**design/flow/flow/run.sh**
```bash
#!/bin/bash
# Own layout flow: the standard flow, with an area-oriented synthesis
# mapping (ABC script in flow/abc_area.script, full adders only, no half
# adders), the smallest buffer on the ports, and in place of the clock
# tree 4 clock buffers that each drive a group of registers (clk_post.tcl).
set -euo pipefail
work=$(pwd)
{
  echo "proc abc {args} {"
  echo "  set i [lsearch -exact \$args -script]"
  echo "  if {\$i >= 0} { lset args [expr {\$i + 1}] $work/flow/abc_area.script }"
  echo "  yosys abc {*}\$args"
  echo "}"
  echo "proc extract_fa {args} { yosys extract_fa -fa }"
  cat synth_recipe.tcl
} > own_synth.tcl
export POST_CTS_TCL=$work/flow/clk_post.tcl
bash standard.sh SYNTH_SCRIPT=$work/own_synth.tcl \
  "BUFFER_PORTS_ARGS=-buffer_cell sky130_fd_sc_hd__buf_1" \
  "CTS_ARGS=-sink_clustering_enable -repair_clock_nets -dont_use_dummy_load -buf_list sky130_fd_sc_hd__clkbuf_8 -root_buf sky130_fd_sc_hd__clkbuf_8 -sink_clustering_size 30 -sink_clustering_max_diameter 200" \
  finish > flow_make.log 2>&1
```
**design/flow/flow/abc_area.script**
```
strash
 balance -l
 resub -K 6 -l
 rewrite -l
 resub -K 6 -N 2 -l
 refactor -l
 resub -K 8 -l
 balance -l
 resub -K 8 -N 2 -l
 rewrite -l
 resub -K 10 -l
 rewrite -z -l
 resub -K 10 -N 2 -l
 balance -l
 resub -K 12 -l
 refactor -z -l
 resub -K 12 -N 2 -l
 rewrite -z -l
 balance -l
 balance -l
 resub -K 6 -l
 rewrite -l
 resub -K 6 -N 2 -l
 refactor -l
 resub -K 8 -l
 balance -l
 resub -K 8 -N 2 -l
 rewrite -l
 resub -K 10 -l
 rewrite -z -l
 resub -K 10 -N 2 -l
 balance -l
 resub -K 12 -l
 refactor -z -l
 resub -K 12 -N 2 -l
 rewrite -z -l
 balance -l
 dch -f
 amap
 topo
```
**design/flow/design.v**
```verilog
`default_nettype none
module top (
  input  logic hz100, reset,
  input  logic [19:0] pb,
  output logic [6:0] ss7, ss6, ss5, ss4, ss3, ss2, ss1, ss0
);
  logic [1:0] delay;
  logic [4:0] key;
  logic act;
  assign act = delay[0] & ~delay[1];
  assign key[0] = pb[19]|pb[17]|pb[15]|pb[13]|pb[11]|pb[9]|pb[7]|pb[5]|pb[3]|pb[1];
  assign key[1] = pb[19]|pb[18]|pb[15]|pb[14]|pb[11]|pb[10]|pb[7]|pb[6]|pb[3]|pb[2];
  assign key[2] = pb[15]|pb[14]|pb[13]|pb[12]|pb[7]|pb[6]|pb[5]|pb[4];
  assign key[3] = pb[15]|pb[14]|pb[13]|pb[12]|pb[11]|pb[10]|pb[9]|pb[8];
  assign key[4] = pb[19]|pb[18]|pb[17]|pb[16];
  logic k_digit, k_eq, k_back, k_op;
  assign k_digit = act & ~key[4];
  assign k_eq    = act & key[4] & (key[3:0] == 4'd0);
  assign k_back  = act & key[4] & (key[3:0] == 4'd1);
  assign k_op    = act & key[4] & (key[3:1] == 3'd1);
  logic [31:0] current, save, data;
  logic sub, show, saved;
  localparam int LOW = 6;
  logic w_eq, w_cp;
  assign w_eq = k_eq;
  assign w_cp = k_op & ~show;
  logic [31:0] a, b, sum, save_next;
  logic [32:0] c;
  logic s;
  assign s = sub & w_eq;
  assign a = {save[31:LOW] & {(32-LOW){saved & ~w_cp}}, save[LOW-1:0] & {LOW{saved}}};
  assign b = {(current[31:LOW] ^ {(32-LOW){s}}) & {(32-LOW){w_eq | w_cp}},
              current[LOW-1:0] ^ {LOW{sub}}};
  genvar i;
  for (i = 0; i < 32; i = i + 1) begin : g_add
    logic cin;
    if (i == 0)
      assign cin = sub;
    else if (i == LOW)
      assign cin = c[i] & w_eq;
    else
      assign cin = c[i];
    assign sum[i] = a[i] ^ b[i] ^ cin;
    assign c[i+1] = (a[i] & b[i]) | (a[i] & cin) | (b[i] & cin);
  end
  assign save_next = {sum[31:LOW],
                      w_eq ? sum[LOW-1:0] : w_cp ? current[LOW-1:0] : save[LOW-1:0]};
  always_ff @(posedge hz100)
    save <= save_next;
  logic sel_l, sel_r, sel_n, sel_h;
  logic [31:0] cur_next;
  assign sel_l = k_digit & ~show & (current[31:28] == 4'b0);
  assign sel_r = k_back & ~show;
  assign sel_n = (k_digit | k_op) & show;
  assign sel_h = ~(sel_l | sel_r | sel_n);
  assign cur_next = ({32{sel_h}} & current)
                  | ({32{sel_l}} & {current[27:0], key[3:0]})
                  | ({32{sel_r}} & {4'b0, current[31:4]})
                  | ({32{sel_n & k_digit}} & {28'b0, key[3:0]});
  always_ff @(posedge hz100, posedge reset) begin
    if (reset)
      delay <= 2'b00;
    else
      delay <= {delay[0], |pb};
  end
  always_ff @(posedge hz100, posedge reset) begin
    if (reset) begin
      current <= 32'b0;
      saved <= 1'b0;
      sub <= 1'b0;
      show <= 1'b0;
    end else begin
      current <= cur_next;
      if (k_eq | (k_op & ~show))
        saved <= 1'b1;
      if (k_op)
        sub <= key[0];
      if (k_digit)
        show <= 1'b0;
      else if (k_eq | k_op)
        show <= 1'b1;
    end
  end
  assign data = show ? save : current;
  logic [7:0] nz;    
  logic [7:0] lit;   
  for (i = 0; i < 8; i = i + 1) begin : g_nz
    assign nz[i] = |data[4*i+3:4*i];
  end
  assign lit[7] = nz[7];
  for (i = 1; i < 7; i = i + 1) begin : g_lit
    assign lit[i] = lit[i+1] | nz[i];
  end
  assign lit[0] = 1'b1;
  ssdec s0(.in(data[3:0]),   .out(ss0), .enable(lit[0]));
  ssdec s1(.in(data[7:4]),   .out(ss1), .enable(lit[1]));
  ssdec s2(.in(data[11:8]),  .out(ss2), .enable(lit[2]));
  ssdec s3(.in(data[15:12]), .out(ss3), .enable(lit[3]));
  ssdec s4(.in(data[19:16]), .out(ss4), .enable(lit[4]));
  ssdec s5(.in(data[23:20]), .out(ss5), .enable(lit[5]));
  ssdec s6(.in(data[27:24]), .out(ss6), .enable(lit[6]));
  ssdec s7(.in(data[31:28]), .out(ss7), .enable(lit[7]));
endmodule
module ssdec(input logic [3:0] in,
             input logic enable,
             output logic [6:0] out);
  logic [6:0] seg;
  always_comb begin
    case (in)
      4'h0: seg = 7'h3F;
      4'h1: seg = 7'h06;
      4'h2: seg = 7'h5B;
      4'h3: seg = 7'h4F;
      4'h4: seg = 7'h66;
      4'h5: seg = 7'h6D;
      4'h6: seg = 7'h7D;
      4'h7: seg = 7'h07;
      4'h8: seg = 7'h7F;
      4'h9: seg = 7'h67;
      4'hA: seg = 7'h77;
      4'hB: seg = 7'h7C;
      4'hC: seg = 7'h39;
      4'hD: seg = 7'h5E;
      4'hE: seg = 7'h79;
      default: seg = 7'h71;
    endcase
  end
  assign out = enable ? seg : 7'b0;
endmodule
```
**design/flow/flow/clk_post.tcl**
```tcl
# POST_CTS hook: replace the clock tree that CTS built with 4 clkbuf_8
# clock buffers, each next to the centre of a group of nearby registers and
# driving their clock pins. The clock port drives those 4 buffers only.
set block [ord::get_db_block]
set clknet [$block findNet hz100]
# the clock tree's buffers and nets, found from the clock port down
set tree_insts {}
set tree_nets {}
set sinks {}
set todo [list $clknet]
while {[llength $todo]} {
  set net [lindex $todo 0]; set todo [lrange $todo 1 end]
  foreach it [$net getITerms] {
    if {![$it isInputSignal]} { continue }
    set inst [$it getInst]
    set m [[$inst getMaster] getName]
    if {[string match "sky130_fd_sc_hd__clkbuf_*" $m]} {
      lappend tree_insts $inst
      set out [[$inst findITerm X] getNet]
      if {$out ne "NULL"} { lappend tree_nets $out; lappend todo $out }
    } else {
      lappend sinks $it
    }
  }
}
puts "clock tree: [llength $tree_insts] buffers, [llength $sinks] sinks"
set master [[ord::get_db] findMaster sky130_fd_sc_hd__clkbuf_8]
foreach inst $tree_insts { odb::dbInst_destroy $inst }
foreach net $tree_nets { odb::dbNet_destroy $net }
# split the sinks into OWN_CLK_GROUPS groups of nearby registers: into
# columns by x, each column into equal parts by y
proc by_x {a b} { expr {[lindex $a 1] - [lindex $b 1]} }
proc by_y {a b} { expr {[lindex $a 2] - [lindex $b 2]} }
set pts {}
foreach it $sinks {
  set loc [[$it getInst] getLocation]
  lappend pts [list $it [lindex $loc 0] [lindex $loc 1]]
}
set k 4
set cols [expr {$k >= 4 ? 2 : 1}]
set rows [expr {$k / $cols}]
set pts [lsort -command by_x $pts]
set n [llength $pts]
set groups {}
for {set c 0} {$c < $cols} {incr c} {
  set col [lrange $pts [expr {$c * $n / $cols}] [expr {($c + 1) * $n / $cols - 1}]]
  set col [lsort -command by_y $col]
  set m [llength $col]
  for {set r 0} {$r < $rows} {incr r} {
    lappend groups [lrange $col [expr {$r * $m / $rows}] [expr {($r + 1) * $m / $rows - 1}]]
  }
}
set g 0
foreach grp $groups {
  set buf [odb::dbInst_create $block $master clkroot_$g]
  set newnet [odb::dbNet_create $block clkroot_net_$g]
  $newnet setSigType CLOCK
  set sx 0; set sy 0
  foreach p $grp {
    set it [lindex $p 0]
    set sx [expr {$sx + [lindex $p 1]}]; set sy [expr {$sy + [lindex $p 2]}]
    $it disconnect
    $it connect $newnet
  }
  [$buf findITerm A] connect $clknet
  [$buf findITerm X] connect $newnet
  set m [llength $grp]
  $buf setLocation [expr {$sx / $m}] [expr {$sy / $m}]
  $buf setPlacementStatus PLACED
  incr g
}
detailed_placement
estimate_parasitics -placement
repair_timing -hold -hold_margin 0
detailed_placement
check_placement -verbose
report_clock_skew
report_check_types -max_slew -max_capacitance
report_worst_slack -max
report_worst_slack -min
```
**design/flow/standard.sh**
```bash
#!/bin/bash
# synth_recipe.tcl (not shown) runs the flow's synth.tcl, then flattens the netlist and writes it again
# the make line also repeats each setting of config.mk as NAME=value (left out here)
make -C /OpenROAD-flow-scripts/flow DESIGN_CONFIG=/design/flow/config.mk WORK_HOME=/design/flow/orfs CLKGATE_MAP_FILE= SYNTH_SCRIPT=/design/flow/synth_recipe.tcl "${@:-finish}"
```
**design/flow/config.mk**
```make
export PLATFORM = sky130hd
export DESIGN_NAME = top
export DESIGN_NICKNAME = top
export VERILOG_FILES = /design/flow/design.v
export SDC_FILE = /design/flow/constraint.sdc
export NUM_CORES = 4
export LEC_CHECK = 0
export CAP_MARGIN = 20
export CORE_MARGIN = 2
export CORE_UTILIZATION = 60
export PLACE_DENSITY = 0.75
export SLEW_MARGIN = 20
```
**design/flow/constraint.sdc**
```tcl
create_clock -name core_clock -period 15.0 [get_ports {hz100}]
set_input_delay 3.0000 -clock core_clock [delete_from_list [all_inputs] [get_ports {hz100}]]
set_output_delay 3.0000 -clock core_clock [all_outputs]
set_load 0.01 [all_outputs]
```
==> notes.md, run 1 <==
GR Overflow Total 0; post-route ant nets 0; I/O Pins 78; DRC violation count after routing 0; final wirelength 12300 µm; proportion of layout cells with a drive suffix above 1 8.44%; worst voltage drop across the vdd grid 0.0602 mV; path type of the worst setup path in2reg; Routed WL per cell 15.3 µm; met2 WL 5980 µm; final weighted congestion of routability-driven global placement 0.992; number of antenna cells inserted 0; transition at the pin with the smallest max-transition slack 0.910 ns; final non-filler cell area 5560 µm²; power share of the clock group 20.4%; post-route met1 wirelength 5480 µm; Starting DRT DRC Count 305; Max Cap Viol 0; post-place instance area 5460 µm²; Fin Clk Skew 0.00954 ns; area occupied by registers 1630 µm²; time the worst path needs with I/O delays and setup 14.66 ns; first-pass GRT wire length 21100 µm; worst hold slack across all endpoints 0.394 ns; top layer used by detailed routing met4; die outline height 93.5 µm; total of endpoints with negative setup slack in the final report 0; all-layer global routing usage 29.6%; initial antenna violation count 0; element type at the critical path start input pin; Net Sw Frac 30.7%; vias 4843; synthesized instance count 602; Hold WC Path Type reg2reg; most frequent cell on the critical path sky130_fd_sc_hd__fa_2; amount of wire on met3 after detailed routing 611 µm; proportion of synthesized flip-flops having asynchronous set or reset 53.6%; slowest stage cell on the critical path sky130_fd_sc_hd__fa_2; peak fanout along the critical path 3; synth-to-layout area growth 15.6%; combinational share of power 25.6%; Final Core Density 71.9%; PnR Total Power 354 µW; vias in the first global route 4568; initial core utilization 62.2%; largest stage delay on the critical path 0.41 ns; PortBufs 77; fraction of synthesized cell area taken by the top area cell type 19.3%; power per cell area 63.6 nW/µm²; mean instance size in the synthesized netlist 7.99 µm²; number of slew-limit violations in the final report 0; largest net degree at the start of global routing 38; area inside the core boundary 7730 µm²; share of the clock period used by the worst path after layout 97.7%; Horiz. Die Dim 93.5 µm; distinct cell type count after synthesis 37; number of warnings issued by yosys 2; status no timing/DRC/antenna violations; Clk Latency, worst-skew pair 0.17 ns; clock edge transition at the registers on the reported setup and hold paths 0.10 ns; number of rows in the core area 32; net switching power of the design 108 µW; total standard cell area after synthesis 4810 µm²; number of flip-flops and latches in the synthesized netlist 69; fraction of power consumed by sequential logic 54.0%; die outline area 8740 µm²; leakage power 1.94 nW; cell family with the largest share of critical-path delay adder cells; normalized max-slew margin 39.1%; Final Hold Viols 0; most common cell in the synthesized netlist sky130_fd_sc_hd__nor2_1; Worst setup EP type flip-flop; R2R setup slack 2.86 ns; post-layout net count 753; maximum clock rate 68.2 MHz; Synth area leader sky130_fd_sc_hd__dfrtp_1; drt pass-1 iters 5; Post-synth EDFFs 6; most instantiated flip-flop cell in the synthesis netlist sky130_fd_sc_hd__dfrtp_1; Internal 245 µW; buffer and inverter count on the worst path 3; Arrival @ worst endpoint 14.76 ns; sequential element share of the synthesized area 33.8%; most area-consuming cells after synthesis sky130_fd_sc_hd__dfrtp_1 19%, sky130_fd_sc_hd__fa_1 12%, sky130_fd_sc_hd__dfxtp_1 11%; required time at the worst-slack endpoint 15.10 ns; clock net sink count 69; number of filler instances in the final layout 644; cell types with the highest counts after synthesis 99 x sky130_fd_sc_hd__nor2_1, 97 x sky130_fd_sc_hd__clkinv_1, 69 x sky130_fd_sc_hd__o22ai_1; DP HPWL 9060 µm; ratio of routed vias to standard cells 6.05; syn nets 654; total area of multi-input combinational cells 2960 µm²
[logic make-up after synthesis]
group | Yosys count | share of synthesized area, %
AND/OR/NAND/NOR | 214 | 19.4
AO/OA/AOI/OAI | 191 | 26.5
buffers and inverters | 97 | 7.57
flip-flops | 69 | 33.8
adder cells (fa/ha/maj) | 30 | 12.5
XOR/XNOR | 1 | 0.182
[cell usage in the layout (no fill, tap or decap), types with 4 or more instances in the layout]
master                      n
sky130_fd_sc_hd__nor4_1     4
sky130_fd_sc_hd__a221oi_1   4
sky130_fd_sc_hd__o21a_1     7
sky130_fd_sc_hd__fa_1       5
sky130_fd_sc_hd__nand2_1   49
sky130_fd_sc_hd__a21oi_1   23
sky130_fd_sc_hd__clkinv_1  94
sky130_fd_sc_hd__nor3_1    20
sky130_fd_sc_hd__o21ai_0   30
sky130_fd_sc_hd__dfxtp_1   26
sky130_fd_sc_hd__or3_1      5
sky130_fd_sc_hd__o221ai_1  21
sky130_fd_sc_hd__a222oi_1   4
sky130_fd_sc_hd__buf_4     14
sky130_fd_sc_hd__edfxtp_1   6
sky130_fd_sc_hd__o22ai_1   68
sky130_fd_sc_hd__dfrtp_1   37
sky130_fd_sc_hd__clkbuf_8   4
sky130_fd_sc_hd__o311a_1    4
sky130_fd_sc_hd__nor2_1    97
sky130_fd_sc_hd__nor2b_1   13
sky130_fd_sc_hd__fa_2      25
sky130_fd_sc_hd__nand3_1    6
sky130_fd_sc_hd__or2_0      5
sky130_fd_sc_hd__a22oi_1    7
sky130_fd_sc_hd__buf_1     77
[power by group through the flow]
stage / sequential (mW) / clock (mW) / combinational [mW]
6_report: 0.191 / 0.0721 / 0.0906
3_5_place_dp: 0.195 / 0 / 0.0895
2_1_floorplan: 0.195 / 0 / 0.0614
5_1_grt: 0.191 / 0.0788 / 0.102
3_3_place_gp: 0.195 / 0 / 0.0875
[final cells by class]
cell class | instances | area share (%)
Timing Repair Buffer | 93 | 7.50
Multi-Input combinational cell | 436 | 53.2
Sequential cell | 69 | 29.3
Buffer | 4 | 0.991
Inverter | 97 | 6.73
Tap cell | 102 | 2.30
[metrics by stage]
| stage | setup slack [ns] | TNS, ns | instances |
|---|---|---|---|
| after floorplan | 0.0171 | 0 | 602 |
| after detailed placement | -0.124 | -0.124 | 795 |
| after global routing | -0.0184 | -0.0184 | 801 |
| final | 0.338 | 0 | 801 |
| after global placement | 0.0913 | 0 | 795 |
[routing by layer]
layer / up-vias / track usage [%]
li1: 2368 / -
met1: 2293 / 41.5
met2: 165 / 48.3
met3: 17 / 3.63
met4: 0 / 8.95
met5: - / 0
[sequential cells by signal, indices dropped and copies added (netlist names)]
name,flops
show,1
saved,1
sub,1
save,32
current,32
delay,2
[path summary, 6_finish.rpt]
path,startpoint,to,cells after the start
worst max-delay path,pb[15],save[31],39
worst min-delay path,delay[0],delay[1],0
worst max register to register,sub,save[31],36
worst min register to register,delay[0],delay[1],0
max in group asynchronous,reset,current[21],3
min in group asynchronous,reset,saved,3
==> run 2: changes to the inputs <==
--- a/design/flow/design.v
+++ b/design/flow/design.v
@@ -82,48 +82,53 @@
     end
   end
   assign data = show ? save : current;
-  logic [7:0] nz;    
-  logic [7:0] lit;   
+  logic [7:0] nz;
+  logic [7:0] blank;
   for (i = 0; i < 8; i = i + 1) begin : g_nz
     assign nz[i] = |data[4*i+3:4*i];
   end
-  assign lit[7] = nz[7];
-  for (i = 1; i < 7; i = i + 1) begin : g_lit
-    assign lit[i] = lit[i+1] | nz[i];
+  assign blank[7] = 1'b1;
+  for (i = 0; i < 7; i = i + 1) begin : g_blank
+    assign blank[i] = (i == 0) ? 1'b0 : blank[i+1] & ~nz[i+1];
   end
-  assign lit[0] = 1'b1;
-  ssdec s0(.in(data[3:0]),   .out(ss0), .enable(lit[0]));
-  ssdec s1(.in(data[7:4]),   .out(ss1), .enable(lit[1]));
-  ssdec s2(.in(data[11:8]),  .out(ss2), .enable(lit[2]));
-  ssdec s3(.in(data[15:12]), .out(ss3), .enable(lit[3]));
-  ssdec s4(.in(data[19:16]), .out(ss4), .enable(lit[4]));
-  ssdec s5(.in(data[23:20]), .out(ss5), .enable(lit[5]));
-  ssdec s6(.in(data[27:24]), .out(ss6), .enable(lit[6]));
-  ssdec s7(.in(data[31:28]), .out(ss7), .enable(lit[7]));
+  ssdec s0(.in(data[3:0]),   .out(ss0), .blank(blank[0]));
+  ssdec s1(.in(data[7:4]),   .out(ss1), .blank(blank[1]));
+  ssdec s2(.in(data[11:8]),  .out(ss2), .blank(blank[2]));
+  ssdec s3(.in(data[15:12]), .out(ss3), .blank(blank[3]));
+  ssdec s4(.in(data[19:16]), .out(ss4), .blank(blank[4]));
+  ssdec s5(.in(data[23:20]), .out(ss5), .blank(blank[5]));
+  ssdec s6(.in(data[27:24]), .out(ss6), .blank(blank[6]));
+  ssdec s7(.in(data[31:28]), .out(ss7), .blank(blank[7]));
 endmodule
 module ssdec(input logic [3:0] in,
-             input logic enable,
+             input logic blank,
              output logic [6:0] out);
-  logic [6:0] seg;
-  always_comb begin
-    case (in)
-      4'h0: seg = 7'h3F;
-      4'h1: seg = 7'h06;
-      4'h2: seg = 7'h5B;
-      4'h3: seg = 7'h4F;
-      4'h4: seg = 7'h66;
-      4'h5: seg = 7'h6D;
-      4'h6: seg = 7'h7D;
-      4'h7: seg = 7'h07;
-      4'h8: seg = 7'h7F;
-      4'h9: seg = 7'h67;
-      4'hA: seg = 7'h77;
-      4'hB: seg = 7'h7C;
-      4'hC: seg = 7'h39;
-      4'hD: seg = 7'h5E;
-      4'hE: seg = 7'h79;
-      default: seg = 7'h71;
-    endcase
-  end
-  assign out = enable ? seg : 7'b0;
+  logic n00, n01, n02, n03, n04, n05, n06, n07, n08, n09;
+  logic n10, n11, n12, n13, n14, n15, n16, n17, n18;
+  assign n00 = ~(in[2] | blank);
+  assign n01 = ~(in[1] | in[3] | n00);
+  assign n02 = ~in[1];
+  assign n03 = ~(n02 | in[2]);
+  assign n04 = ~(in[0] | n01 | n03);
+  assign n05 = ~in[3];
+  assign n06 = ~((n05 | in[2]) & in[1]);
+  assign n07 = ~in[2];
+  assign n08 = ~(in[1] | n07);
+  assign n09 = ~((n03 | n08) & in[0]);
+  assign n10 = ~((in[0] | n06) & n09);
+  assign out[3] = n04 | n10;
+  assign n11 = ~(n05 | n07);
+  assign n12 = ~(n05 & n08);
+  assign n13 = ~((n05 | n08) & n12);
+  assign n14 = ~(n04 | n13);
+  assign n15 = ~((n02 | n05) & in[0]);
+  assign out[2] = ~((n11 | n14) & n15);
+  assign n16 = ~((in[0] | n01) & n15);
+  assign out[5] = ~n14;
+  assign n17 = ~(out[5] & n16);
+  assign out[1] = (n08 | n16) & (n07 | n17);
+  assign out[0] = ~(n06 & n17);
+  assign out[6] = n10 | n13;
+  assign n18 = ~n15;
+  assign out[4] = ~((n05 | n07) & (n01 | n18));
 endmodule
--- a/design/flow/config.mk
+++ b/design/flow/config.mk
@@ -8,5 +8,6 @@
 export CAP_MARGIN = 20
 export CORE_MARGIN = 2
 export CORE_UTILIZATION = 60
+export GPL_TIMING_DRIVEN = 0
 export PLACE_DENSITY = 0.75
 export SLEW_MARGIN = 20
==> run 2 against run 1 <==
  * Still clean on timing, DRC and antenna
  * Sequential share of layout area is 0.36 points higher
  * Worst hold slack worse by 0.0049 ns
  * Via count is 4.9% lower
  * Combinational power is 93% lower
  * Setup slack worse by 0.087 ns
  * Final cell count is 5.7% lower
  * Flip-flop and latch count stayed put
  * Synthesized cell count is 8.0% lower
  * Total power is 25% lower
  * Die area is 2.6% lower
  * Design area is 1.1% lower
  * Critical endpoint unchanged
==> notes.md, run 2 <==
status no timing/DRC/antenna violations; Hold WC Path Type reg2reg; distinct cell type count after synthesis 32; ratio of routed vias to standard cells 6.10; critical register-to-register path endpoint save[31]; total standard cell area after synthesis 4680 µm²; Internal 214 µW; die outline height 92.3 µm; power share of the clock group 27.2%; initial core utilization 61.2%; die outline area 8520 µm²; GR Overflow Total 0; number of flip-flops and latches in the synthesized netlist 69; area occupied by registers 1630 µm²; Net Sw Frac 19.5%; final weighted congestion of routability-driven global placement 0.866; Setup WS post-layout 0.251 ns; path type of the worst setup path in2reg; most common library cell in the layout ignoring fill and taps sky130_fd_sc_hd__clkinv_1; number of antenna cells inserted 0; power per cell area 48.3 nW/µm²; setup slack after placement -0.731 ns; Synth area leader sky130_fd_sc_hd__dfrtp_1; synth-to-layout area growth 17.4%; Clk Latency, worst-skew pair 0.17 ns; Post-synth EDFFs 6; highest-count cells in the layout ignoring fill and taps 99 x sky130_fd_sc_hd__clkinv_1, 84 x sky130_fd_sc_hd__o22ai_1, 78 x sky130_fd_sc_hd__nor2_1, 77 x sky130_fd_sc_hd__buf_1, 36 x sky130_fd_sc_hd__dfrtp_1; PnR Total Power 265 µW; share of the clock period used by the worst path after layout 98.3%; drt pass-1 iters 5; worst hold slack across all endpoints 0.389 ns; fraction of synthesized cell area taken by the top area cell type 19.8%; proportion of layout cells with a drive suffix above 1 9.34%; all-layer global routing usage 27.4%; vias in the first global route 4103; endpoint of the worst hold-timing path delay[1]; vias 4605; time the worst path needs with I/O delays and setup 14.75 ns; net switching power of the design 51.7 µW; most common cell in the synthesized netlist sky130_fd_sc_hd__clkinv_1; most area-consuming cells after synthesis sky130_fd_sc_hd__dfrtp_1 20%, sky130_fd_sc_hd__fa_1 13%, sky130_fd_sc_hd__o22ai_1 11%; startpoint of the worst register-to-register path sub; syn nets 606; post-layout net count 707; count of cells along the worst register-to-register path 36; total area of multi-input combinational cells 2880 µm²; DP HPWL 8130 µm; fraction of power consumed by sequential logic 70.4%; largest registers current (32), save (32), delay (2); Routed WL per cell 15.5 µm; number of warnings issued by yosys 1; Fin Clk Skew 0.0101 ns; area inside the core boundary 7650 µm²; R2R setup slack 2.94 ns; final wirelength 11700 µm; launching instance or port of the critical path pb[15]; number of slew-limit violations in the final report 0; Final Core Density 71.8%; largest net degree at the start of global routing 39; DRC violation count after routing 0; peak fanout along the critical path 3; most frequent cell on the critical path sky130_fd_sc_hd__fa_2; most instantiated flip-flop cell in the synthesis netlist sky130_fd_sc_hd__dfrtp_1; number of filler instances in the final layout 616; clock net sink count 69; combinational share of power 2.4%; mean instance size in the synthesized netlist 8.44 µm²; slowest stage cell on the critical path sky130_fd_sc_hd__fa_2; post-route ant nets 0; Horiz. Die Dim 92.3 µm; leakage power 1.96 nW; Arrival @ worst endpoint 14.80 ns; element type at the critical path start input pin; clock edge transition at the registers on the reported setup and hold paths 0.11 ns; total of endpoints with negative setup slack in the final report 0; number of cells on the worst hold path 0; cell types with the highest counts after synthesis 101 x sky130_fd_sc_hd__clkinv_1, 84 x sky130_fd_sc_hd__o22ai_1, 80 x sky130_fd_sc_hd__nor2_1; startpoint of the tightest hold check path delay[0]; first-pass GRT wire length 19300 µm; largest stage delay on the critical path 0.42 ns; transition at the pin with the smallest max-transition slack 0.784 ns; Starting DRT DRC Count 432; setup TNS 0 ns; PortBufs 77; normalized max-slew margin 47.4%; maximum clock rate 67.8 MHz; Final Hold Viols 0; I/O Pins 78; required time at the worst-slack endpoint 15.05 ns; Worst setup EP type flip-flop; synthesized instance count 554; proportion of synthesized flip-flops having asynchronous set or reset 53.6%; number of rows in the core area 32; worst voltage drop across the vdd grid 0.0531 mV; Max Cap Viol 0; sequential element share of the synthesized area 34.8%; initial antenna violation count 0
-- run 2: changes by cell type after synthesis, sizes merged, moves of 17 or more --
cell | before | now
nor3 | 22 | 4
nor2 | 99 | 80
nor2b | 13 | 32
a222oi | 4 | 24
o221ai | 21 | 3
or2 | 7 | 26
nand2 | 50 | 22
a21oi | 23 | 6
-- run 2: per-stage QoR --
stage	cell area, µm²	std cells
finish	5490	755
global route	5490	755
detailed placement	5270	737
global placement	5230	733
floorplan	4810	554
-- run 2: cells by family (layout without fill, tap and decap cells) --
group,count (synthesis),count (layout),share of synthesized area (%)
and+or+nand+nor,184,186,19.1
adders and majority gates,30,30,12.8
xor gates and xnor gates,2,2,0.375
AOI/OAI and AO/OA,168,169,24.8
buffers and inverters,101,197,8.10
DFF,69,69,34.8
-- run 2: worst max-delay path by stage --
stage | endpoint | slack [ns] | cells after the start
2_1_floorplan | save[31] | 0.03 | 36
3_3_place_gp | save[31] | -0.62 | 37
3_5_place_dp | save[31] | -0.73 | 37
5_1_grt | save[31] | -0.09 | 37
6_report | save[31] | 0.25 | 37
-- run 2: area by class of cell --
class                      instances  area share (%)
timing repair buffer              92            7.65
sequential                        69            29.6
tap                              102            2.32
multi-input combinational        387            52.4
buffer                             4            1.00
inverter                         101            6.97
-- run 2: power groups by stage --
stage               Sequential [mW]  Clock, mW  Combinational (mW)
global placement              0.191          0             0.00570
floorplan                     0.191          0             0.00279
finish                        0.187     0.0723             0.00629
global route                  0.187     0.0803             0.00715
detailed placement            0.191          0             0.00600
-- run 2: routing by layer --
layer / up-vias / share of wire [%] / track usage (%)
li1: 2211 / - / -
met5: - / 0 / 0
met2: 168 / 49 / 46.2
met4: 0 / 0.45 / 3.73
met3: 5 / 5.7 / 2.93
met1: 2221 / 45 / 39.6
-- run 2: worst max-delay path, delay by kind of cell --
kind            cells  cell delay [ns]
fa+ha+maj          25             9.34
compound gates      1             0.11
simple gates        8             1.92
buf+inv             1             0.08
xor+xnor            2             0.34
==> run 3: changes to the inputs <==
--- a/design/flow/config.mk
+++ b/design/flow/config.mk
@@ -8,6 +8,5 @@
 export CAP_MARGIN = 20
 export CORE_MARGIN = 2
 export CORE_UTILIZATION = 60
-export GPL_TIMING_DRIVEN = 0
 export PLACE_DENSITY = 0.75
 export SLEW_MARGIN = 20
==> run 3 against run 2 <==
  * Global-route usage up 0.35 points
  * Sequential share of layout area up 0.50 points
  * Final cell count down 0.66%
  * Via count down 3.4%
  * Utilization down 1.2 points
  * Setup slack better by 0.10 ns
  * Flip-flop and latch count unchanged
  * Area after synthesis unchanged
  * Die area unchanged
  * Synthesized cell count unchanged
  * Clock power up 2%
  * Highest routed layer unchanged
==> notes.md, run 3 <==
Starting DRT DRC Count 379; number of filler instances in the final layout 656; ratio of routed vias to standard cells 5.93; initial core utilization 61.2%; power per cell area 49.4 nW/µm²; initial antenna violation count 0; Post-synth EDFFs 6; GR Overflow Total 0; Synth area leader sky130_fd_sc_hd__dfrtp_1; post-place instance area 5330 µm²; number of slew-limit violations in the final report 0; share of the clock period used by the worst path after layout 97.6%; final wirelength 11400 µm; count of cells along the worst register-to-register path 36; leakage power 1.94 nW; most common library cell in the layout ignoring fill and taps sky130_fd_sc_hd__clkinv_1; highest-count cells in the layout ignoring fill and taps 100 x sky130_fd_sc_hd__clkinv_1, 84 x sky130_fd_sc_hd__o22ai_1, 78 x sky130_fd_sc_hd__nor2_1, 77 x sky130_fd_sc_hd__buf_1, 37 x sky130_fd_sc_hd__dfrtp_1; vias 4449; Routed WL per cell 15.3 µm; path type of the worst setup path in2reg; DRC violation count after routing 0; number of rows in the core area 32; I/O Pins 78; Final Core Density 70.6%; all-layer global routing usage 27.7%; endpoint of the worst hold-timing path delay[1]; setup slack after placement -0.153 ns; most frequent cell on the critical path sky130_fd_sc_hd__fa_2; post-layout net count 702; Horiz. Die Dim 92.3 µm; most area-consuming cells after synthesis sky130_fd_sc_hd__dfrtp_1 20%, sky130_fd_sc_hd__fa_1 13%, sky130_fd_sc_hd__o22ai_1 11%; fraction of synthesized cell area taken by the top area cell type 19.8%; final non-filler cell area 5400 µm²; Placed Instances 746; first-pass GRT wire length 19400 µm; maximum clock rate 68.3 MHz; startpoint of the worst register-to-register path sub; cell types with the highest counts after synthesis 101 x sky130_fd_sc_hd__clkinv_1, 84 x sky130_fd_sc_hd__o22ai_1, 80 x sky130_fd_sc_hd__nor2_1; total standard cell area after synthesis 4680 µm²; post-route ant nets 0; critical register-to-register path endpoint save[31]; number of antenna cells inserted 0; sequential element share of the synthesized area 34.8%; buffer and inverter count on the worst path 2; clock net sink count 69; worst voltage drop across the vdd grid 0.0712 mV; total of endpoints with negative setup slack in the final report 0; DP HPWL 8390 µm; die outline area 8520 µm²; R2R setup slack 2.85 ns; syn nets 606; largest stage delay on the critical path 0.44 ns; required time at the worst-slack endpoint 15.05 ns; synth-to-layout area growth 15.4%; mean instance size in the synthesized netlist 8.44 µm²; status no timing/DRC/antenna violations; element type at the critical path start input pin; Max Cap Viol 0; proportion of synthesized flip-flops having asynchronous set or reset 53.6%; slowest stage cell on the critical path sky130_fd_sc_hd__fa_1; Clk Latency, worst-skew pair 0.17 ns; Hold WC Path Type reg2reg; final weighted congestion of routability-driven global placement 0.817; transition at the pin with the smallest max-transition slack 0.696 ns; Arrival @ worst endpoint 14.70 ns; vias in the first global route 4246; worst hold slack across all endpoints 0.390 ns; Worst setup EP type flip-flop; normalized max-slew margin 53.3%; area inside the core boundary 7650 µm²; number of cells on the worst hold path 0; cell family with the largest share of critical-path delay adder cells; proportion of layout cells with a drive suffix above 1 7.56%; RSZ-0062 raised after global routing no; Setup WS post-layout 0.355 ns; synthesized instance count 554; number of warnings issued by yosys 1; drt pass-1 iters 7; Final Hold Viols 0; distinct cell type count after synthesis 32; number of flip-flops and latches in the synthesized netlist 69; largest registers current (32), save (32), delay (2); clock edge transition at the registers on the reported setup and hold paths 0.11 ns; most instantiated flip-flop cell in the synthesis netlist sky130_fd_sc_hd__dfrtp_1; peak fanout along the critical path 4; largest net degree at the start of global routing 38; die outline height 92.3 µm; time the worst path needs with I/O delays and setup 14.64 ns; non-filler instance count after layout 750; startpoint of the tightest hold check path delay[0]; most common cell in the synthesized netlist sky130_fd_sc_hd__clkinv_1; Fin Clk Skew 0.00937 ns; PortBufs 77
[run 3: layout make-up]
cell class | instances | area, µm² | area share, %
timing repair buffer | 90 | 387 | 7.16
tap | 102 | 128 | 2.36
sequential | 69 | 1630 | 30.1
buffer | 4 | 55.1 | 1.02
inverter | 101 | 382 | 7.07
multi-input combinational | 384 | 2820 | 52.3
[run 3: where the power goes]
| part | switching (mW) | internal (mW) |
|---|---|---|
| Clock | 0.0485 | 0.0249 |
| Combinational | 0.00402 | 0.00223 |
| Sequential | 0.00000305 | 0.187 |
[run 3: cell families (layout without fill, tap and decap cells)]
logic type | after synthesis | count (layout) | share of synthesized area, %
and+or+nand+nor | 184 | 184 | 19.1
AOI/OAI and AO/OA | 168 | 168 | 24.8
DFF | 69 | 69 | 34.8
xor gates and xnor gates | 2 | 2 | 0.375
adders and majority gates | 30 | 30 | 12.8
buffers and inverters | 101 | 195 | 8.10
[run 3: how the worst max path moves through the flow]
stage,start,end,slack (ns),cells past startpoint
floorplan,pb[15],save[31],0.03,36
global placement,pb[15],save[31],0.10,37
detailed placement,pb[15],save[31],-0.15,37
global route,pb[15],save[31],0.006,37
finish,pb[15],save[31],0.36,37
[run 3: per-stage QoR]
stage | TNS, ns | power [mW]
floorplan | 0 | 0.194
global placement | 0 | 0.197
detailed placement | -0.153 | 0.197
global route | 0 | 0.273
finish | 0 | 0.266
[run 3: layer usage]
layer	vias up	wire length [µm]	share of wire [%]	global-route usage, %
met1	2130	5170	45	38.7
met4	0	123	1.1	4.98
met2	114	5670	49	47.1
li1	2195	-	-	-
met5	-	0	0	0
met3	10	493	4.3	3.82
==> run 4: changes to the inputs <==
--- a/design/flow/design.v
+++ b/design/flow/design.v
@@ -19,7 +19,7 @@
   assign k_back  = act & key[4] & (key[3:0] == 4'd1);
   assign k_op    = act & key[4] & (key[3:1] == 3'd1);
   logic [31:0] current, save, data;
-  logic sub, show, saved;
+  logic sub, show, init;
   localparam int LOW = 6;
   logic w_eq, w_cp;
   assign w_eq = k_eq;
@@ -28,7 +28,7 @@
   logic [32:0] c;
   logic s;
   assign s = sub & w_eq;
-  assign a = {save[31:LOW] & {(32-LOW){saved & ~w_cp}}, save[LOW-1:0] & {LOW{saved}}};
+  assign a = {save[31:LOW] & {(32-LOW){init & ~w_cp}}, save[LOW-1:0] & {LOW{init}}};
   assign b = {(current[31:LOW] ^ {(32-LOW){s}}) & {(32-LOW){w_eq | w_cp}},
               current[LOW-1:0] ^ {LOW{sub}}};
   genvar i;
@@ -44,7 +44,7 @@
     assign c[i+1] = (a[i] & b[i]) | (a[i] & cin) | (b[i] & cin);
   end
   assign save_next = {sum[31:LOW],
-                      w_eq ? sum[LOW-1:0] : w_cp ? current[LOW-1:0] : save[LOW-1:0]};
+                      w_eq ? sum[LOW-1:0] : w_cp ? current[LOW-1:0] : a[LOW-1:0]};
   always_ff @(posedge hz100)
     save <= save_next;
   logic sel_l, sel_r, sel_n, sel_h;
@@ -52,7 +52,7 @@
   assign sel_l = k_digit & ~show & (current[31:28] == 4'b0);
   assign sel_r = k_back & ~show;
   assign sel_n = (k_digit | k_op) & show;
-  assign sel_h = ~(sel_l | sel_r | sel_n);
+  assign sel_h = init & ~(sel_l | sel_r | sel_n);
   assign cur_next = ({32{sel_h}} & current)
                   | ({32{sel_l}} & {current[27:0], key[3:0]})
                   | ({32{sel_r}} & {4'b0, current[31:4]})
@@ -63,16 +63,15 @@
     else
       delay <= {delay[0], |pb};
   end
+  always_ff @(posedge hz100)
+    current <= cur_next;
   always_ff @(posedge hz100, posedge reset) begin
     if (reset) begin
-      current <= 32'b0;
-      saved <= 1'b0;
+      init <= 1'b0;
       sub <= 1'b0;
       show <= 1'b0;
     end else begin
-      current <= cur_next;
-      if (k_eq | (k_op & ~show))
-        saved <= 1'b1;
+      init <= 1'b1;
       if (k_op)
         sub <= key[0];
       if (k_digit)
@@ -81,7 +80,7 @@
         show <= 1'b1;
     end
   end
-  assign data = show ? save : current;
+  assign data = show ? save : (init ? current : 32'b0);
   logic [7:0] nz;
   logic [7:0] blank;
   for (i = 0; i < 8; i = i + 1) begin : g_nz
==> run 4 against run 3 <==
  * Sequential power about the same
  * Die area decreased by 1.9%
  * Critical endpoint unchanged
  * Largest power group unchanged
  * Via count increased by 4.2%
  * Still clean
  * Synthesized cell count increased by 8.1%
  * Setup slack got worse by 0.079 ns
  * Worst hold slack improved by 0.0042 ns
  * Utilization increased by 2.7 points
  * Clock power decreased by 3%
  * Total power decreased by 0.47%
==> notes.md, run 4 <==
final wirelength 11200 µm; clock edge transition at the registers on the reported setup and hold paths 0.10 ns; number of logic stages on the critical path including buffering 39; count of cells along the worst register-to-register path 36; GR Overflow Total 0; cell family with the largest share of critical-path delay adder cells; synthesized instance count 599; initial antenna violation count 0; most instantiated flip-flop cell in the synthesis netlist sky130_fd_sc_hd__dfxtp_1; syn nets 651; largest net degree at the start of global routing 30; number of flip-flops and latches in the synthesized netlist 69; Clk Latency, worst-skew pair 0.16 ns; ratio of routed vias to standard cells 5.81; most common cell in the synthesized netlist sky130_fd_sc_hd__clkinv_1; post-place instance area 5290 µm²; RSZ-0062 raised after global routing no; number of slew-limit violations in the final report 0; Worst setup EP type flip-flop; startpoint of the tightest hold check path delay[0]; fraction of synthesized cell area taken by the top area cell type 28.0%; Routed WL per cell 14.1 µm; multiplexer share of the synthesized area 0%; Fin Clk Skew 0.00778 ns; I/O Pins 78; startpoint of the worst register-to-register path sub; power per cell area 49.4 nW/µm²; synth-to-layout area growth 17.2%; final non-filler cell area 5370 µm²; Placed Instances 791; endpoint of the worst hold-timing path delay[1]; most common library cell in the layout ignoring fill and taps sky130_fd_sc_hd__clkinv_1; leakage power 1.86 nW; compound-gate portion of the synthesized area 25.9%; die outline area 8350 µm²; required time at the worst-slack endpoint 15.10 ns; worst voltage drop across the vdd grid 0.0504 mV; final weighted congestion of routability-driven global placement 0.934; largest stage delay on the critical path 0.44 ns; all-layer global routing usage 27.4%; PortBufs 77; number of rows in the core area 31; share of the clock period used by the worst path after layout 98.2%; xor and xnor fraction of the mapped netlist area 0.191%; post-layout net count 752; number of filler instances in the final layout 593; drt pass-1 iters 7; Post-synth EDFFs 0; vias in the first global route 4273; proportion of layout cells with a drive suffix above 1 8.60%; post-route ant nets 0; Arrival @ worst endpoint 14.82 ns; DRC violation count after routing 0; element type at the critical path start input pin; area occupied by registers 1410 µm²; Final Hold Viols 0; proportion of synthesized flip-flops having asynchronous set or reset 7.25%; first-pass GRT wire length 19200 µm; normalized max-slew margin 54.6%; largest family of logic cells by synthesized area compound AO/OA/AOI/OAI gates; critical register-to-register path endpoint save[31]; clock net sink count 69; vias 4634; simple-gate portion of the synthesized area 18.3%; DP HPWL 8640 µm; Final Core Density 73.3%; number of warnings issued by yosys 1; highest-count cells in the layout ignoring fill and taps 141 x sky130_fd_sc_hd__clkinv_1, 94 x sky130_fd_sc_hd__nor2_1, 77 x sky130_fd_sc_hd__buf_1, 74 x sky130_fd_sc_hd__o22ai_1, 64 x sky130_fd_sc_hd__dfxtp_1; status no timing/DRC/antenna violations; Starting DRT DRC Count 467; peak fanout along the critical path 2; cell types with the highest counts after synthesis 143 x sky130_fd_sc_hd__clkinv_1, 97 x sky130_fd_sc_hd__nor2_1, 74 x sky130_fd_sc_hd__o22ai_1; number of cells on the worst hold path 0; maximum clock rate 67.9 MHz; largest registers current (32), save (32), delay (2); initial core utilization 62.5%; transition at the pin with the smallest max-transition slack 0.676 ns; Hold WC Path Type reg2reg; area inside the core boundary 7330 µm²; most frequent cell on the critical path sky130_fd_sc_hd__fa_2; R2R setup slack 2.77 ns; Max Cap Viol 0; total standard cell area after synthesis 4580 µm²; distinct cell type count after synthesis 34; path type of the worst setup path in2reg; mean instance size in the synthesized netlist 7.65 µm²; Horiz. Die Dim 91.4 µm; slowest stage cell on the critical path sky130_fd_sc_hd__fa_1; adder-cell area share of the yosys netlist 13.1%; number of antenna cells inserted 0; time the worst path needs with I/O delays and setup 14.72 ns; Synth area leader sky130_fd_sc_hd__dfxtp_1; die outline height 91.4 µm; total area of multi-input combinational cells 2820 µm²; sequential element share of the synthesized area 30.7%; total of endpoints with negative setup slack in the final report 0; most area-consuming cells after synthesis sky130_fd_sc_hd__dfxtp_1 28%, sky130_fd_sc_hd__fa_1 13%, sky130_fd_sc_hd__clkinv_1 12%; non-filler instance count after layout 797; buffer and inverter count on the worst path 3
## run 4: cell types whose count changed after synthesis, moves of 10 or more
cell and delta:
sky130_fd_sc_hd__clkinv_1 +42, sky130_fd_sc_hd__dfxtp_1 +38, sky130_fd_sc_hd__dfrtp_1 -32, sky130_fd_sc_hd__nor2b_1 -23
sky130_fd_sc_hd__nor2_1 +17, sky130_fd_sc_hd__o22ai_1 -10
## run 4: worst max path at each step
| stage | start | to | slack [ns] |
|---|---|---|---|
| 2_1_floorplan | pb[15] | save[31] | 0.04 |
| 3_3_place_gp | pb[15] | save[31] | -0.05 |
| 3_5_place_dp | pb[15] | save[31] | -0.25 |
| 5_1_grt | pb[15] | save[31] | 0.0006 |
| 6_report | pb[15] | save[31] | 0.28 |
## run 4: metal layers
layer	vias up	GRT usage [%]	part of all wire, %
met4	0	7.20	1.3
met3	14	3.49	5.4
li1	2302	-	-
met2	161	46.6	48
met1	2157	36.9	45
met5	-	0	0
## run 4: report_power, final
part           leakage, nW  total [mW]  switching, mW  internal (mW)
sequential           0.567       0.184       0.000595          0.183
combinational         1.27     0.00971        0.00656        0.00315
clock               0.0288      0.0715         0.0467         0.0249
total                 1.86       0.265         0.0538          0.211
## run 4: worst register-to-register path: cells and delay by family, from the launching register on
kind	cells	cell delay (ns)
AOI/OAI and AO/OA	2	0.42
xor gates and xnor gates	1	0.16
buffers and inverters	2	0.29
and+or+nand+nor	1	0.07
adders and majority gates	30	10.69
DFF	1	0.53
## run 4: cell type report
class | count | area share [%]
Multi-Input combinational cell | 387 | 52.5
Sequential cell | 69 | 26.2
Inverter | 143 | 10.1
Timing Repair Buffer | 95 | 7.89
Tap cell | 99 | 2.31
Buffer | 4 | 1.02
## run 4: logic make-up after synthesis
| family | after synthesis |
|---|---|
| flip-flops | 69 |
| other | 1 |
| XOR/XNOR | 1 |
| buffers and inverters | 143 |
| AND/OR/NAND/NOR | 183 |
| AO/OA/AOI/OAI | 172 |
| adder cells (fa/ha/maj) | 30 |
## run 4: metrics by stage
step                setup TNS [ns]  setup WS (ns)  hold WS, ns  total power, mW
global placement           -0.0451        -0.0451        0.364            0.197
finish                           0          0.276        0.394            0.265
detailed placement          -0.247         -0.247        0.375            0.197
floorplan                        0         0.0396        0.355            0.193
global route                     0       0.000593        0.405            0.275
==> run 5: changes to the inputs <==
--- a/design/flow/design.v
+++ b/design/flow/design.v
@@ -19,7 +19,7 @@
   assign k_back  = act & key[4] & (key[3:0] == 4'd1);
   assign k_op    = act & key[4] & (key[3:1] == 3'd1);
   logic [31:0] current, save, data;
-  logic sub, show, init;
+  logic sub, show, saved;
   localparam int LOW = 6;
   logic w_eq, w_cp;
   assign w_eq = k_eq;
@@ -28,7 +28,7 @@
   logic [32:0] c;
   logic s;
   assign s = sub & w_eq;
-  assign a = {save[31:LOW] & {(32-LOW){init & ~w_cp}}, save[LOW-1:0] & {LOW{init}}};
+  assign a = {save[31:LOW] & {(32-LOW){saved & ~w_cp}}, save[LOW-1:0] & {LOW{saved}}};
   assign b = {(current[31:LOW] ^ {(32-LOW){s}}) & {(32-LOW){w_eq | w_cp}},
               current[LOW-1:0] ^ {LOW{sub}}};
   genvar i;
@@ -44,7 +44,7 @@
     assign c[i+1] = (a[i] & b[i]) | (a[i] & cin) | (b[i] & cin);
   end
   assign save_next = {sum[31:LOW],
-                      w_eq ? sum[LOW-1:0] : w_cp ? current[LOW-1:0] : a[LOW-1:0]};
+                      w_eq ? sum[LOW-1:0] : w_cp ? current[LOW-1:0] : save[LOW-1:0]};
   always_ff @(posedge hz100)
     save <= save_next;
   logic sel_l, sel_r, sel_n, sel_h;
@@ -52,7 +52,7 @@
   assign sel_l = k_digit & ~show & (current[31:28] == 4'b0);
   assign sel_r = k_back & ~show;
   assign sel_n = (k_digit | k_op) & show;
-  assign sel_h = init & ~(sel_l | sel_r | sel_n);
+  assign sel_h = ~(sel_l | sel_r | sel_n);
   assign cur_next = ({32{sel_h}} & current)
                   | ({32{sel_l}} & {current[27:0], key[3:0]})
                   | ({32{sel_r}} & {4'b0, current[31:4]})
@@ -63,15 +63,16 @@
     else
       delay <= {delay[0], |pb};
   end
-  always_ff @(posedge hz100)
-    current <= cur_next;
   always_ff @(posedge hz100, posedge reset) begin
     if (reset) begin
-      init <= 1'b0;
+      current <= 32'b0;
+      saved <= 1'b0;
       sub <= 1'b0;
       show <= 1'b0;
     end else begin
-      init <= 1'b1;
+      current <= cur_next;
+      if (k_eq | (k_op & ~show))
+        saved <= 1'b1;
       if (k_op)
         sub <= key[0];
       if (k_digit)
@@ -80,7 +81,7 @@
         show <= 1'b1;
     end
   end
-  assign data = show ? save : (init ? current : 32'b0);
+  assign data = show ? save : current;
   logic [7:0] nz;
   logic [7:0] blank;
   for (i = 0; i < 8; i = i + 1) begin : g_nz
--- a/design/flow/flow/run.sh
+++ b/design/flow/flow/run.sh
@@ -15,7 +15,10 @@
   cat synth_recipe.tcl
 } > own_synth.tcl
 export POST_CTS_TCL=$work/flow/clk_post.tcl
-bash standard.sh SYNTH_SCRIPT=$work/own_synth.tcl \
-  "BUFFER_PORTS_ARGS=-buffer_cell sky130_fd_sc_hd__buf_1" \
-  "CTS_ARGS=-sink_clustering_enable -repair_clock_nets -dont_use_dummy_load -buf_list sky130_fd_sc_hd__clkbuf_8 -root_buf sky130_fd_sc_hd__clkbuf_8 -sink_clustering_size 30 -sink_clustering_max_diameter 200" \
-  finish > flow_make.log 2>&1
+args=(SYNTH_SCRIPT=$work/own_synth.tcl
+  "BUFFER_PORTS_ARGS=-buffer_cell sky130_fd_sc_hd__buf_1"
+  "CTS_ARGS=-sink_clustering_enable -repair_clock_nets -dont_use_dummy_load -buf_list sky130_fd_sc_hd__clkbuf_8 -root_buf sky130_fd_sc_hd__clkbuf_8 -sink_clustering_size 30 -sink_clustering_max_diameter 200")
+# The floorplan's timing repair only has wire-load estimates, which are far
+# too pessimistic here; leave the repair to the later steps.
+bash standard.sh "${args[@]}" SETUP_SLACK_MARGIN=-3 floorplan > flow_make_floorplan.log 2>&1
+bash standard.sh "${args[@]}" finish > flow_make.log 2>&1
==> run 5 against run 4 <==
  * Combinational power shrank 19%
  * Maximum frequency grew 0.41%
  * Routed wire length grew 13%
  * Sequential power is essentially flat
  * Final cell count shrank 1.6%
  * Critical endpoint unchanged
  * Clock skew shrank 0.0015 ns
  * Flip-flop and latch count is the same
  * Global-route usage grew 3.1 points
  * First-iteration DRC count grew 10%
  * Design area grew 4.3%
  * Worst hold slack gained 0.0081 ns
  * Critical path depth shrank 2
==> notes.md, run 5 <==
status no timing/DRC/antenna violations; initial core utilization 61.2%; sequential element share of the synthesized area 34.8%; time the worst path needs with I/O delays and setup 14.66 ns; final weighted congestion of routability-driven global placement 0.899; power share of the clock group 27.1%; mean instance size in the synthesized netlist 8.44 µm²; combinational share of power 3.0%; path type of the worst setup path in2reg; Internal 215 µW; net switching power of the design 52.4 µW; distinct cell type count after synthesis 32; most common cell in the synthesized netlist sky130_fd_sc_hd__clkinv_1; number of warnings issued by yosys 1; Final Core Density 73.3%; proportion of layout cells with a drive suffix above 1 11.4%; Arrival @ worst endpoint 14.72 ns; Setup WS post-layout 0.336 ns; number of filler instances in the final layout 612; required time at the worst-slack endpoint 15.05 ns; most area-consuming cells after synthesis sky130_fd_sc_hd__dfrtp_1 20%, sky130_fd_sc_hd__fa_1 13%, sky130_fd_sc_hd__o22ai_1 11%; fraction of synthesized cell area taken by the top area cell type 19.8%; Starting DRT DRC Count 514; proportion of synthesized flip-flops having asynchronous set or reset 53.6%; first-pass GRT wire length 21100 µm; ratio of routed vias to standard cells 6.14; largest registers current (32), save (32), delay (2); Net Sw Frac 19.6%; most common library cell in the layout ignoring fill and taps sky130_fd_sc_hd__clkinv_1; RSZ-0062 raised after global routing no; Post-synth EDFFs 6; most instantiated flip-flop cell in the synthesis netlist sky130_fd_sc_hd__dfrtp_1; die outline height 92.3 µm; syn nets 606; PortBufs 77; total of endpoints with negative setup slack in the final report 0; number of rows in the core area 32; slowest stage cell on the critical path sky130_fd_sc_hd__fa_2; highest-count cells in the layout ignoring fill and taps 100 x sky130_fd_sc_hd__clkinv_1, 84 x sky130_fd_sc_hd__o22ai_1, 78 x sky130_fd_sc_hd__nor2_1, 77 x sky130_fd_sc_hd__buf_1, 47 x sky130_fd_sc_hd__buf_4; number of slew-limit violations in the final report 0; Horiz. Die Dim 92.3 µm; number of flip-flops and latches in the synthesized netlist 69; area inside the core boundary 7650 µm²; Synth area leader sky130_fd_sc_hd__dfrtp_1; DRC violation count after routing 0; final wirelength 12700 µm; peak fanout along the critical path 3; fraction of power consumed by sequential logic 69.9%; largest net degree at the start of global routing 38; maximum clock rate 68.2 MHz; die outline area 8520 µm²; total standard cell area after synthesis 4680 µm²; largest stage delay on the critical path 0.44 ns; drt pass-1 iters 7; Worst setup EP type flip-flop; leakage power 2.11 nW; Clk Latency, worst-skew pair 0.16 ns; number of antenna cells inserted 0; Fin Clk Skew 0.00629 ns; cell types with the highest counts after synthesis 101 x sky130_fd_sc_hd__clkinv_1, 84 x sky130_fd_sc_hd__o22ai_1, 80 x sky130_fd_sc_hd__nor2_1; all-layer global routing usage 30.5%; post-route ant nets 0; synth-to-layout area growth 19.8%; Final Hold Viols 0; post-layout net count 736; clock edge transition at the registers on the reported setup and hold paths 0.11 ns; GR Overflow Total 0; I/O Pins 78; clock net sink count 69; vias in the first global route 4517; most frequent cell on the critical path sky130_fd_sc_hd__fa_2; Hold WC Path Type reg2reg; element type at the critical path start input pin; share of the clock period used by the worst path after layout 97.8%; DP HPWL 8580 µm; worst voltage drop across the vdd grid 0.0555 mV; Max Cap Viol 0; setup slack after placement -1.13 ns; normalized max-slew margin 53.1%; power per cell area 47.7 nW/µm²; Routed WL per cell 16.2 µm; transition at the pin with the smallest max-transition slack 0.700 ns; synthesized instance count 554; vias 4815; initial antenna violation count 0
-- run 5: changes by cell type after synthesis, sizes merged, moves of 9 or more --
cell,previous run,this run
a21oi,15,6
nor2,97,80
dfrtp,5,37
dfxtp,64,26
clkinv,143,101
o22ai,74,84
nor2b,9,32
-- run 5: final timing paths --
kind                            startpoint     endpoint  slack, ns  cells after the start
worst max-delay path                pb[15]     save[31]       0.34                     37
worst min-delay path              delay[0]     delay[1]       0.40                      0
worst max register to register         sub     save[31]       2.86                     36
worst min register to register    delay[0]     delay[1]       0.40                      0
max in group asynchronous            reset   current[7]      11.76                      3
min in group asynchronous            reset  current[31]       2.90                      3
-- run 5: area by class of cell --
cell class	count	area (µm²)	share of cell area (%)
well taps	102	128	2.28
flip-flops and latches	69	1630	29.0
multi-input cells	384	2770	49.5
repair buffers	124	642	11.5
plain buffers	4	55.1	0.983
inverters	101	379	6.77
-- run 5: critical path: cells and delay by family --
family          cells  cell delay [ns]
fa+ha+maj          25             9.60
simple gates        8             1.60
xor+xnor            2             0.35
compound gates      1             0.11
buf+inv             1             0.08
-- run 5: cells by family after synthesis --
| group | after synthesis | synth area share (%) |
|---|---|---|
| compound gates | 168 | 24.8 |
| simple gates | 184 | 19.1 |
| flops | 69 | 34.8 |
| xor+xnor | 2 | 0.375 |
| fa+ha+maj | 30 | 12.8 |
| buf+inv | 101 | 8.10 |
-- run 5: per-stage QoR --
step                      TNS (ns)  hold slack [ns]  instances  total power [mW]  area (µm²)
final                            0            0.402        784             0.267        5600
after global routing             0            0.413        784             0.276        5600
after detailed placement     -2.42            0.374        754             0.197        5260
after global placement       -1.44            0.365        754             0.197        5260
after floorplan              -5.88            0.355        554             0.193        4680
-- run 5: power groups by stage --
| stage | registers [mW] | clock network, mW | logic, mW |
|---|---|---|---|
| global route | 0.187 | 0.0808 | 0.00879 |
| global placement | 0.191 | 0 | 0.00638 |
| floorplan | 0.191 | 0 | 0.00253 |
| detailed placement | 0.191 | 0 | 0.00656 |
| finish | 0.187 | 0.0725 | 0.00790 |
-- run 5: metal layers --
| layer | wire length, µm | up-vias | global-route usage [%] |
|---|---|---|---|
| li1 | - | 2269 | - |
| met3 | 630 | 21 | 2.85 |
| met2 | 6460 | 188 | 52.4 |
| met5 | 0 | - | 0 |
| met1 | 5340 | 2337 | 40.7 |
| met4 | 297 | 0 | 10.3 |
==> run 6: changes to the inputs <==
--- a/design/flow/design.v
+++ b/design/flow/design.v
@@ -19,7 +19,7 @@
   assign k_back  = act & key[4] & (key[3:0] == 4'd1);
   assign k_op    = act & key[4] & (key[3:1] == 3'd1);
   logic [31:0] current, save, data;
-  logic sub, show, saved;
+  logic sub, show, init;
   localparam int LOW = 6;
   logic w_eq, w_cp;
   assign w_eq = k_eq;
@@ -28,7 +28,7 @@
   logic [32:0] c;
   logic s;
   assign s = sub & w_eq;
-  assign a = {save[31:LOW] & {(32-LOW){saved & ~w_cp}}, save[LOW-1:0] & {LOW{saved}}};
+  assign a = {save[31:LOW] & {(32-LOW){init & ~w_cp}}, save[LOW-1:0] & {LOW{init}}};
   assign b = {(current[31:LOW] ^ {(32-LOW){s}}) & {(32-LOW){w_eq | w_cp}},
               current[LOW-1:0] ^ {LOW{sub}}};
   genvar i;
@@ -44,7 +44,7 @@
     assign c[i+1] = (a[i] & b[i]) | (a[i] & cin) | (b[i] & cin);
   end
   assign save_next = {sum[31:LOW],
-                      w_eq ? sum[LOW-1:0] : w_cp ? current[LOW-1:0] : save[LOW-1:0]};
+                      w_eq ? sum[LOW-1:0] : w_cp ? current[LOW-1:0] : a[LOW-1:0]};
   always_ff @(posedge hz100)
     save <= save_next;
   logic sel_l, sel_r, sel_n, sel_h;
@@ -52,7 +52,7 @@
   assign sel_l = k_digit & ~show & (current[31:28] == 4'b0);
   assign sel_r = k_back & ~show;
   assign sel_n = (k_digit | k_op) & show;
-  assign sel_h = ~(sel_l | sel_r | sel_n);
+  assign sel_h = init & ~(sel_l | sel_r | sel_n);
   assign cur_next = ({32{sel_h}} & current)
                   | ({32{sel_l}} & {current[27:0], key[3:0]})
                   | ({32{sel_r}} & {4'b0, current[31:4]})
@@ -63,16 +63,15 @@
     else
       delay <= {delay[0], |pb};
   end
+  always_ff @(posedge hz100)
+    current <= cur_next;
   always_ff @(posedge hz100, posedge reset) begin
     if (reset) begin
-      current <= 32'b0;
-      saved <= 1'b0;
+      init <= 1'b0;
       sub <= 1'b0;
       show <= 1'b0;
     end else begin
-      current <= cur_next;
-      if (k_eq | (k_op & ~show))
-        saved <= 1'b1;
+      init <= 1'b1;
       if (k_op)
         sub <= key[0];
       if (k_digit)
@@ -81,7 +80,7 @@
         show <= 1'b1;
     end
   end
-  assign data = show ? save : current;
+  assign data = show ? save : (init ? current : 32'b0);
   logic [7:0] nz;
   logic [7:0] blank;
   for (i = 0; i < 8; i = i + 1) begin : g_nz
@@ -103,32 +102,28 @@
 module ssdec(input logic [3:0] in,
              input logic blank,
              output logic [6:0] out);
-  logic n00, n01, n02, n03, n04, n05, n06, n07, n08, n09;
-  logic n10, n11, n12, n13, n14, n15, n16, n17, n18;
-  assign n00 = ~(in[2] | blank);
-  assign n01 = ~(in[1] | in[3] | n00);
-  assign n02 = ~in[1];
-  assign n03 = ~(n02 | in[2]);
-  assign n04 = ~(in[0] | n01 | n03);
-  assign n05 = ~in[3];
-  assign n06 = ~((n05 | in[2]) & in[1]);
-  assign n07 = ~in[2];
-  assign n08 = ~(in[1] | n07);
-  assign n09 = ~((n03 | n08) & in[0]);
-  assign n10 = ~((in[0] | n06) & n09);
-  assign out[3] = n04 | n10;
-  assign n11 = ~(n05 | n07);
-  assign n12 = ~(n05 & n08);
-  assign n13 = ~((n05 | n08) & n12);
-  assign n14 = ~(n04 | n13);
-  assign n15 = ~((n02 | n05) & in[0]);
-  assign out[2] = ~((n11 | n14) & n15);
-  assign n16 = ~((in[0] | n01) & n15);
-  assign out[5] = ~n14;
-  assign n17 = ~(out[5] & n16);
-  assign out[1] = (n08 | n16) & (n07 | n17);
-  assign out[0] = ~(n06 & n17);
-  assign out[6] = n10 | n13;
-  assign n18 = ~n15;
-  assign out[4] = ~((n05 | n07) & (n01 | n18));
+  logic n00, n01, n02, n03, n04, n05, n06, n07, n08, n09, n10, n11, n12, n13, n14, n15;
+  assign n00 = ~(in[1] | in[2]);
+  assign n01 = ~((in[1] & in[2]) | n00);
+  assign n02 = ~((in[1] | in[3]) & in[0]);
+  assign n03 = ~in[1];
+  assign n04 = ~in[3];
+  assign n05 = ~((n03 & in[0] & in[2]) | n04);
+  assign n06 = ~((in[2] & n02) | n05);
+  assign out[5] = ~((in[1] | in[0] | blank) & n06);
+  assign n07 = ~(in[0] | ~out[5]);
+  assign n08 = ~(n01 | n07);
+  assign n09 = ~n01;
+  assign n10 = in[2] & n05;
+  assign n11 = ~(n09 | n10 | ~n07);
+  assign out[3] = ~(n08 | n11);
+  assign n12 = ~(in[0] | out[5]);
+  assign out[2] = ~(n10 | n12);
+  assign n13 = ~(n00 | n06 | n11);
+  assign out[1] = ~((n09 & n12) | n13);
+  assign n14 = ~(n04 | ~in[0]);
+  assign n15 = ~(in[1] | out[3]);
+  assign out[0] = ~((n01 | n06) & (n14 | n15));
+  assign out[6] = ~((n09 | n10) & (n01 | n06));
+  assign out[4] = ~((in[0] & n04) | n15);
 endmodule
==> design/flow/flow/run.sh (replaced) <==
#!/bin/bash
# Own layout flow: the standard flow, with an area-oriented synthesis
# mapping (ABC script in flow/abc_area.script, full adders only, no half
# adders), the smallest buffer on the ports, and in place of the clock
# tree 4 clock buffers that each drive a group of registers (clk_post.tcl).
set -euo pipefail
work=$(pwd)
{
  echo "proc abc {args} {"
  echo "  set i [lsearch -exact \$args -script]"
  echo "  if {\$i >= 0} { lset args [expr {\$i + 1}] $work/flow/abc_area.script }"
  echo "  yosys abc {*}\$args"
  echo "}"
  echo "proc extract_fa {args} { yosys extract_fa -fa }"
  cat synth_recipe.tcl
} > own_synth.tcl
export POST_CTS_TCL=$work/flow/clk_post.tcl
bash standard.sh SYNTH_SCRIPT=$work/own_synth.tcl \
  "BUFFER_PORTS_ARGS=-buffer_cell sky130_fd_sc_hd__buf_1" \
  "CTS_ARGS=-sink_clustering_enable -repair_clock_nets -dont_use_dummy_load -buf_list sky130_fd_sc_hd__clkbuf_8 -root_buf sky130_fd_sc_hd__clkbuf_8 -sink_clustering_size 30 -sink_clustering_max_diameter 200" \
  finish > flow_make.log 2>&1
==> run 6 against run 5 <==
  * Still clean
  * Utilization fell by 0.20 points
  * Maximum frequency down 0.18%
  * Die area shrank 3.2%
  * Critical endpoint unchanged
  * Highest routed layer unchanged
==> notes.md, run 6 <==
status no timing/DRC/antenna violations; largest net degree at the start of global routing 31; all-layer global routing usage 27.6%; vias 4633; leakage power 1.85 nW; Synth area leader sky130_fd_sc_hd__dfxtp_1; final weighted congestion of routability-driven global placement 0.862; most frequent cell on the critical path sky130_fd_sc_hd__fa_2; PortBufs 77; synth-to-layout area growth 17.8%; fraction of synthesized cell area taken by the top area cell type 28.3%; DRC violation count after routing 0; cell types with the highest counts after synthesis 134 x sky130_fd_sc_hd__clkinv_1, 73 x sky130_fd_sc_hd__nor2_1, 66 x sky130_fd_sc_hd__o22ai_1; cell family with the largest share of critical-path delay adder cells; combinational share of power 3.8%; number of slew-limit violations in the final report 0; GR Overflow Total 0; slowest stage cell on the critical path sky130_fd_sc_hd__or3_4; number of flip-flops and latches in the synthesized netlist 69; endpoint of the worst hold-timing path delay[1]; required time at the worst-slack endpoint 15.10 ns; Internal 212 µW; Final Hold Viols 0; met1 track demand over resource 36.1%; Placed Instances 779; I/O Pins 78; met2 demand-to-capacity share in global routing 48.4%; GR peak layer met2; proportion of synthesized flip-flops having asynchronous set or reset 7.25%; ratio of routed vias to standard cells 5.90; Final Core Density 73.1%; total standard cell area after synthesis 4520 µm²; DP HPWL 8610 µm; transition at the pin with the smallest max-transition slack 0.678 ns; R2R setup slack 2.91 ns; most instantiated flip-flop cell in the synthesis netlist sky130_fd_sc_hd__dfxtp_1; peak fanout along the critical path 2; distinct cell type count after synthesis 31; number of antenna cells inserted 0; syn nets 639; maximum clock rate 68.1 MHz; first-pass GRT wire length 19200 µm; largest registers current (32), save (32), delay (2); power share of the clock group 27.0%; area inside the core boundary 7290 µm²; Net Sw Frac 20.5%; non-filler instance count after layout 785; die outline area 8250 µm²; normalized max-slew margin 54.5%; critical register-to-register path endpoint save[31]; Hold WC Path Type reg2reg; total of endpoints with negative setup slack in the final report 0; proportion of layout cells with a drive suffix above 1 8.75%; worst voltage drop across the vdd grid 0.0372 mV; initial antenna violation count 0; path type of the worst setup path in2reg; Arrival @ worst endpoint 14.79 ns; most area-consuming cells after synthesis sky130_fd_sc_hd__dfxtp_1 28%, sky130_fd_sc_hd__fa_1 13%, sky130_fd_sc_hd__clkinv_1 11%; net switching power of the design 54.4 µW; largest stage delay on the critical path 0.43 ns; startpoint of the worst register-to-register path init; fraction of power consumed by sequential logic 69.2%; post-layout net count 740; initial core utilization 62.0%; clock net sink count 69; post-route ant nets 0; Post-synth EDFFs 0; time the worst path needs with I/O delays and setup 14.69 ns; element type at the critical path start input pin; Worst setup EP type flip-flop; Horiz. Die Dim 90.8 µm
run 6: cell types whose count changed after synthesis, moves of 7 or more:
cell and delta:
sky130_fd_sc_hd__a22oi_1 -8, sky130_fd_sc_hd__clkinv_1 +33, sky130_fd_sc_hd__dfrtp_1 -32, sky130_fd_sc_hd__dfxtp_1 +38, sky130_fd_sc_hd__nand2_1 +18, sky130_fd_sc_hd__nand3_1 +7
sky130_fd_sc_hd__nor2_1 -7, sky130_fd_sc_hd__nor2b_1 -25, sky130_fd_sc_hd__o21a_1 +11, sky130_fd_sc_hd__o21ai_0 +19, sky130_fd_sc_hd__o22ai_1 -18
run 6: cell type report:
class,count,area [µm²]
Buffer,4,55.1
Multi-Input combinational cell,384,2800
Fill cell,612,1960
Tap cell,99,124
Sequential cell,69,1410
Timing Repair Buffer,95,432
Inverter,134,509
run 6: worst max-delay path by stage:
stage,slack (ns),cells after the start,end,start
2_1_floorplan,0.001,39,save[31],pb[15]
3_3_place_gp,-0.13,40,save[31],pb[15]
3_5_place_dp,-0.34,40,save[31],pb[15]
5_1_grt,-0.03,39,save[31],pb[15]
6_report,0.31,39,save[31],pb[15]
run 6: cells by family (layout without fill, tap and decap cells):
logic type / count (synthesis) / after routing / synth area share, %
adders and majority gates: 30 / 30 / 13.3
buffers and inverters: 134 / 233 / 11.1
DFF: 69 / 69 / 31.1
AOI/OAI and AO/OA: 185 / 185 / 27.8
xor gates and xnor gates: 1 / 1 / 0.194
and+or+nand+nor: 167 / 167 / 16.5
other: 1 / 1 / 0.0829
run 6: through the flow:
stage / hold slack [ns] / setup TNS, ns / worst slack [ns] / instance area [µm²] / power (mW)
2_1_floorplan: 0.355 / 0 / 0.00126 / 4680 / 0.193
3_3_place_gp: 0.361 / -0.134 / -0.134 / 5210 / 0.197
3_5_place_dp: 0.376 / -0.397 / -0.341 / 5210 / 0.197
5_1_grt: 0.409 / -0.0289 / -0.0289 / 5330 / 0.274
6_report: 0.394 / 0 / 0.310 / 5330 / 0.266
run 6: per-layer routing:
| metal | part of all wire (%) | vias to the layer above |
|---|---|---|
| met4 | 1.6 | 0 |
| met5 | 0 | - |
| met1 | 43 | 2182 |
| met2 | 50 | 163 |
| met3 | 5.4 | 20 |
| li1 | - | 2268 |
run 6: power groups by stage:
stage	Clock (mW)	Combinational [mW]	Sequential [mW]
2_1_floorplan	0	0.00463	0.188
3_3_place_gp	0	0.00912	0.188
3_5_place_dp	0	0.00927	0.188
5_1_grt	0.0790	0.0112	0.184
6_report	0.0718	0.0101	0.184
